Context: an optimization exercise on an open-source flow, tuned for small area. The choices shown serve that exercise and are no tape-out recipe. Only simulation tests tie the RTL to the original design; equivalence was not proved. Power figures rest on the tool's default switching activity, not on a simulated workload.

==> inputs of job 474 <==
Design CNNEngine, start of the top module:
module CNNEngine(
  input         clock,
  input         reset,
  input  [15:0] io_inputA_0,
  input  [15:0] io_inputA_1,
  input  [15:0] io_inputA_2,
  input  [15:0] io_inputA_3,
  input  [15:0] io_inputA_4,
  input  [15:0] io_inputA_5,
  input  [15:0] io_inputA_6,
  input  [15:0] io_inputA_7,
  input  [15:0] io_inputA_8,
  input  [15:0] io_inputB_0,
  input  [15:0] io_inputB_1,
  input  [15:0] io_inputB_2,
  input  [15:0] io_inputB_3,
  input  [15:0] io_inputB_4,
  input  [15:0] io_inputB_5,
  input  [15:0] io_inputB_6,
  input  [15:0] io_inputB_7,
  input  [15:0] io_inputB_8,
  input  [2:0]  io_DemuxSel0,
  input  [2:0]  io_DemuxSel,
  input         io_DemuxEn0_0,
  input         io_DemuxEn0_1,
  input         io_DemuxEn0_2,
  input         io_DemuxEn0_3,
  input         io_DemuxEn0_4,
  input         io_DemuxEn0_5,
  input         io_DemuxEn0_6,
  input         io_DemuxEn0_7,
  input         io_DemuxEn_0,
  input         io_DemuxEn_1,
  input         io_DemuxEn_2,
  input         io_DemuxEn_3,
  input         io_DemuxEn_4,
  input         io_DemuxEn_5,
  input         io_DemuxEn_6,
  input         io_DemuxEn_7,
  input         io_DemuxEn_8,
  input         io_DemuxEn_9,
  input         io_DemuxEn_10,
  input         io_DemuxEn_11,
  input         io_DemuxEn_12,
  input         io_DemuxEn_13,
  input         io_DemuxEn_14,
  input         io_DemuxEn_15,
  input         io_DemuxEn_16,
  input         io_DemuxEn_17,
  input         io_DemuxEn_18,
  input         io_DemuxEn_19,
  input         io_DemuxEn_20,
  input         io_DemuxEn_21,
  input         io_DemuxEn_22,
  input         io_DemuxEn_23,
  input         io_DemuxEn_24,
  input         io_DemuxEn_25,
  input         io_DemuxEn_26,
  input         io_DemuxEn_27,
  input         io_DemuxEn_28,
  input         io_DemuxEn_29,
  input         io_DemuxEn_30,
  input         io_DemuxEn_31,
  input         io_DemuxEn_32,
  input         io_DemuxEn_33,
  input         io_DemuxEn_34,
  input         io_DemuxEn_35,
  input         io_DemuxEn_36,
  input         io_DemuxEn_37,
  input         io_DemuxEn_38,
  input         io_DemuxEn_39,
  input         io_DemuxEn_40,
  input         io_DemuxEn_41,
  input         io_DemuxEn_42,
  input         io_DemuxEn_43,
  input         io_DemuxEn_44,
  input         io_DemuxEn_45,
  input         io_DemuxEn_46,
  input         io_DemuxEn_47,
  input         io_DemuxEn_48,
  input         io_DemuxEn_49,
  input         io_DemuxEn_50,
  input         io_DemuxEn_51,
  input         io_DemuxEn_52,
  input         io_DemuxEn_53,
  input         io_DemuxEn_54,
  input         io_DemuxEn_55,
  input         io_DemuxEn_56,
  input         io_DemuxEn_57,
  input         io_DemuxEn_58,
  input         io_DemuxEn_59,
  input         io_DemuxEn_60,
  input         io_DemuxEn_61,
  input         io_DemuxEn_62,
  input         io_DemuxEn_63,
  input  [1:0]  io_FCMuxSel,
  input         io_FCDemuxEn_0,
  input         io_FCDemuxEn_1,
  input         io_FCDemuxEn_2,
  input         io_FCDemuxEn_3,
  output [3:0]  io_Digit,
  output [15:0] io_Scores_0,
  output [15:0] io_Scores_1,
  output [15:0] io_Scores_2,
  output [15:0] io_Scores_3,
  output [15:0] io_Scores_4,
  output [15:0] io_Scores_5,
  output [15:0] io_Scores_6,
  output [15:0] io_Scores_7,
  output [15:0] io_Scores_8,
  output [15:0] io_Scores_9,
  output [15:0] io_ConvOut
);
Settings: LEC_CHECK=0, CAP_MARGIN=20, CORE_MARGIN=2, CORE_UTILIZATION=40, SLEW_MARGIN=20; clock period 18.0 ns.
standard.sh (not shown) runs the stock make flow with config.mk's settings and CLKGATE_MAP_FILE= SYNTH_SCRIPT=/design/flow/synth_recipe.tcl, a recipe that flattens the netlist after the stock synthesis.
==> flow/flow/run.sh <==
#!/bin/bash
set -euo pipefail
WORK=$(pwd)
rm -rf "$WORK/scripts_abc"
cp -r "$FLOW_HOME/scripts" "$WORK/scripts_abc"
cp "$WORK/flow/abc.script" "$WORK/scripts_abc/abc_speed.script"
export SCRIPTS_DIR="$WORK/scripts_abc"
bash "$WORK/standard.sh" > "$WORK/standard_flow.log" 2>&1
==> flow/flow/abc.script <==
strash
&get -n
&fraig -x
&put
dc2
strash
dch -f
amap
==> inputs of job 5610, as changes to job 474 <==
==> flow/run.sh (new file) <==
#!/bin/bash
# synth_recipe.tcl (not shown) runs the flow's synth.tcl, then flattens the netlist and writes it again
# the make line also repeats each setting of config.mk as NAME=value (left out here)
make -C /OpenROAD-flow-scripts/flow DESIGN_CONFIG=/design/flow/config.mk WORK_HOME=/design/flow/orfs CLKGATE_MAP_FILE= SYNTH_SCRIPT=/design/flow/synth_recipe.tcl finish
removed: flow/flow/run.sh
removed: flow/flow/abc.script
removed: flow/standard.sh
==> run notes <==
| item | job 5610 | job 474 |
|---|---|---|
| Run status | timing/DRC/antenna clean | timing/DRC/antenna clean |
| Multi-input logic portion of the cell area | 0.6457 | 0.6034 |
| Cell with the most instances after synthesis | sky130_fd_sc_hd__inv_1 | sky130_fd_sc_hd__clkinv_1 |
| Final core utilization | 0.4383 | 0.4511 |
| Initial DRC count | 26120 | 25230 |
| Final period utilization | 0.8550 | 0.8317 |
| Area growth syn-to-layout | 9.094% | 12.58% |
| M1 WL | 462700 µm | 437200 µm |
| Highest attainable clock frequency | 64.98 MHz | 66.79 MHz |
| Critical Path Fanout Max | 58 | 11 |
| Fraction of area in non-clock buffers | 0.02572 | 0.02426 |
| Overall track demand over capacity in global routing | 0.2645 | 0.2790 |
| Diodes inserted | 209 | 88 |
| Cell-internal power | 0.02472 W | 0.02516 W |
| Delay contributed by the slowest stage of the critical path | 0.87 ns | 0.79 ns |
| Cell Area, Placed | 319300 µm² | 297500 µm² |

========
==> inputs of build 10 <==
CNNEngine, a different RTL version from the one above (not shown whole).
export LEC_CHECK = 0
export CAP_MARGIN = 35
export CORE_MARGIN = 2
export CORE_UTILIZATION = 40
export CTS_BUF_LIST = sky130_fd_sc_hd__clkbuf_4
export SLEW_MARGIN = 30
create_clock -name core_clock -period 18.0 [get_ports {clock}]
==> flow/flow/run.sh <==
#!/bin/bash
set -euo pipefail
WORK=$(pwd)
rm -rf "$WORK/scripts_abc"
cp -r "$FLOW_HOME/scripts" "$WORK/scripts_abc"
cp "$WORK/flow/abc.script" "$WORK/scripts_abc/abc_speed.script"
export SCRIPTS_DIR="$WORK/scripts_abc"
export ADDER_MAP_FILE=""
export BUFFER_PORTS_ARGS="-buffer_cell sky130_fd_sc_hd__buf_1"
bash "$WORK/standard.sh" > "$WORK/standard_flow.log" 2>&1
==> flow/flow/abc.script <==
strash
&get -n
&fraig -x
&put
balance
rewrite
refactor
balance
rewrite
rewrite -z
balance
refactor -z
rewrite -z
balance
dc2
dch -f
amap -m -F 3 -A 8
strash
balance
rewrite
refactor
balance
rewrite
rewrite -z
balance
refactor -z
rewrite -z
balance
dc2
dch -f
amap -m -F 3 -A 8
strash
dc2
dch -f
amap -m -F 3 -A 8
==> trial 87 (differences from build 10) <==
CAP_MARGIN = 20   (was 35)
SLEW_MARGIN = 20   (was 30)
==> comparison table <==
Maximum ir drop on the vdd rail: trial 87 0.325 mV; build 10 0.335 mV
Worst setup path endpoint: trial 87 c2_0[14]; build 10 c4[12]
Share of post-route cells with drive strength above 1: trial 87 4.53%; build 10 4.67%
Comb power frac: trial 87 66.4%; build 10 66.6%
Worst-case hold slack: trial 87 282 ps; build 10 292 ps
Final non-clock buffer share: trial 87 2.13%; build 10 2.26%
Max-slew headroom at the worst pin: trial 87 17.9%; build 10 30.8%
Sum of routed wire length over all layers: trial 87 1050 mm; build 10 1060 mm
Worst-case register-to-register setup slack: trial 87 4300 ps; build 10 4410 ps
Status: trial 87 complete, no violations; build 10 complete, no violations
Launch point of the worst reg-to-reg path: trial 87 c1_0[1]; build 10 c3[1]
CP startpoint: trial 87 c1_0[1]; build 10 c3[1]
Share of the final layout cell area in sequential cells: trial 87 23.1%; build 10 23.1%

## re-timing with driven ports
How much do the figures lean on ideal ports? The routed layouts below were timed once more, with nothing changed but the port constraints. Step 1, drivers: a clkbuf_16 drives clock and a buf_2 each remaining input, both assumed. Step 2, shift: input delay + t, output delay - t, t = (earliest + latest rising clock arrival at the registers) / 2. This alone moves slack from input paths to output paths. a / b / c = ideal / step 1 / step 2; a / b = the first two.
| run | t, ns | slack for setup (ns) | worst setup path at the end | worst data-port slew with drivers (ns) | pins driven straight from the clock port |
|---|---|---|---|---|---|
| job 474 | 1.160 | 3.029 / 3.029 / 2.943 | input to register | 0.33 | 1 |
| job 5610 | 1.201 | 2.611 / 2.658 / 1.457 | input to register | 0.24 | 1 |
| build 10 | 1.998 | 4.412 / 4.412 / 4.340 | input to register | 0.49 | 1 |
| trial 87 | 2.012 | 4.301 / 4.301 / 4.029 | input to register | 0.49 | 1 |
After both steps setup and hold are still met in every run listed. For job 5610, which loses most, drivers alone change the setup slack by +0.047 ns; drivers and shift together by -1.154 ns.
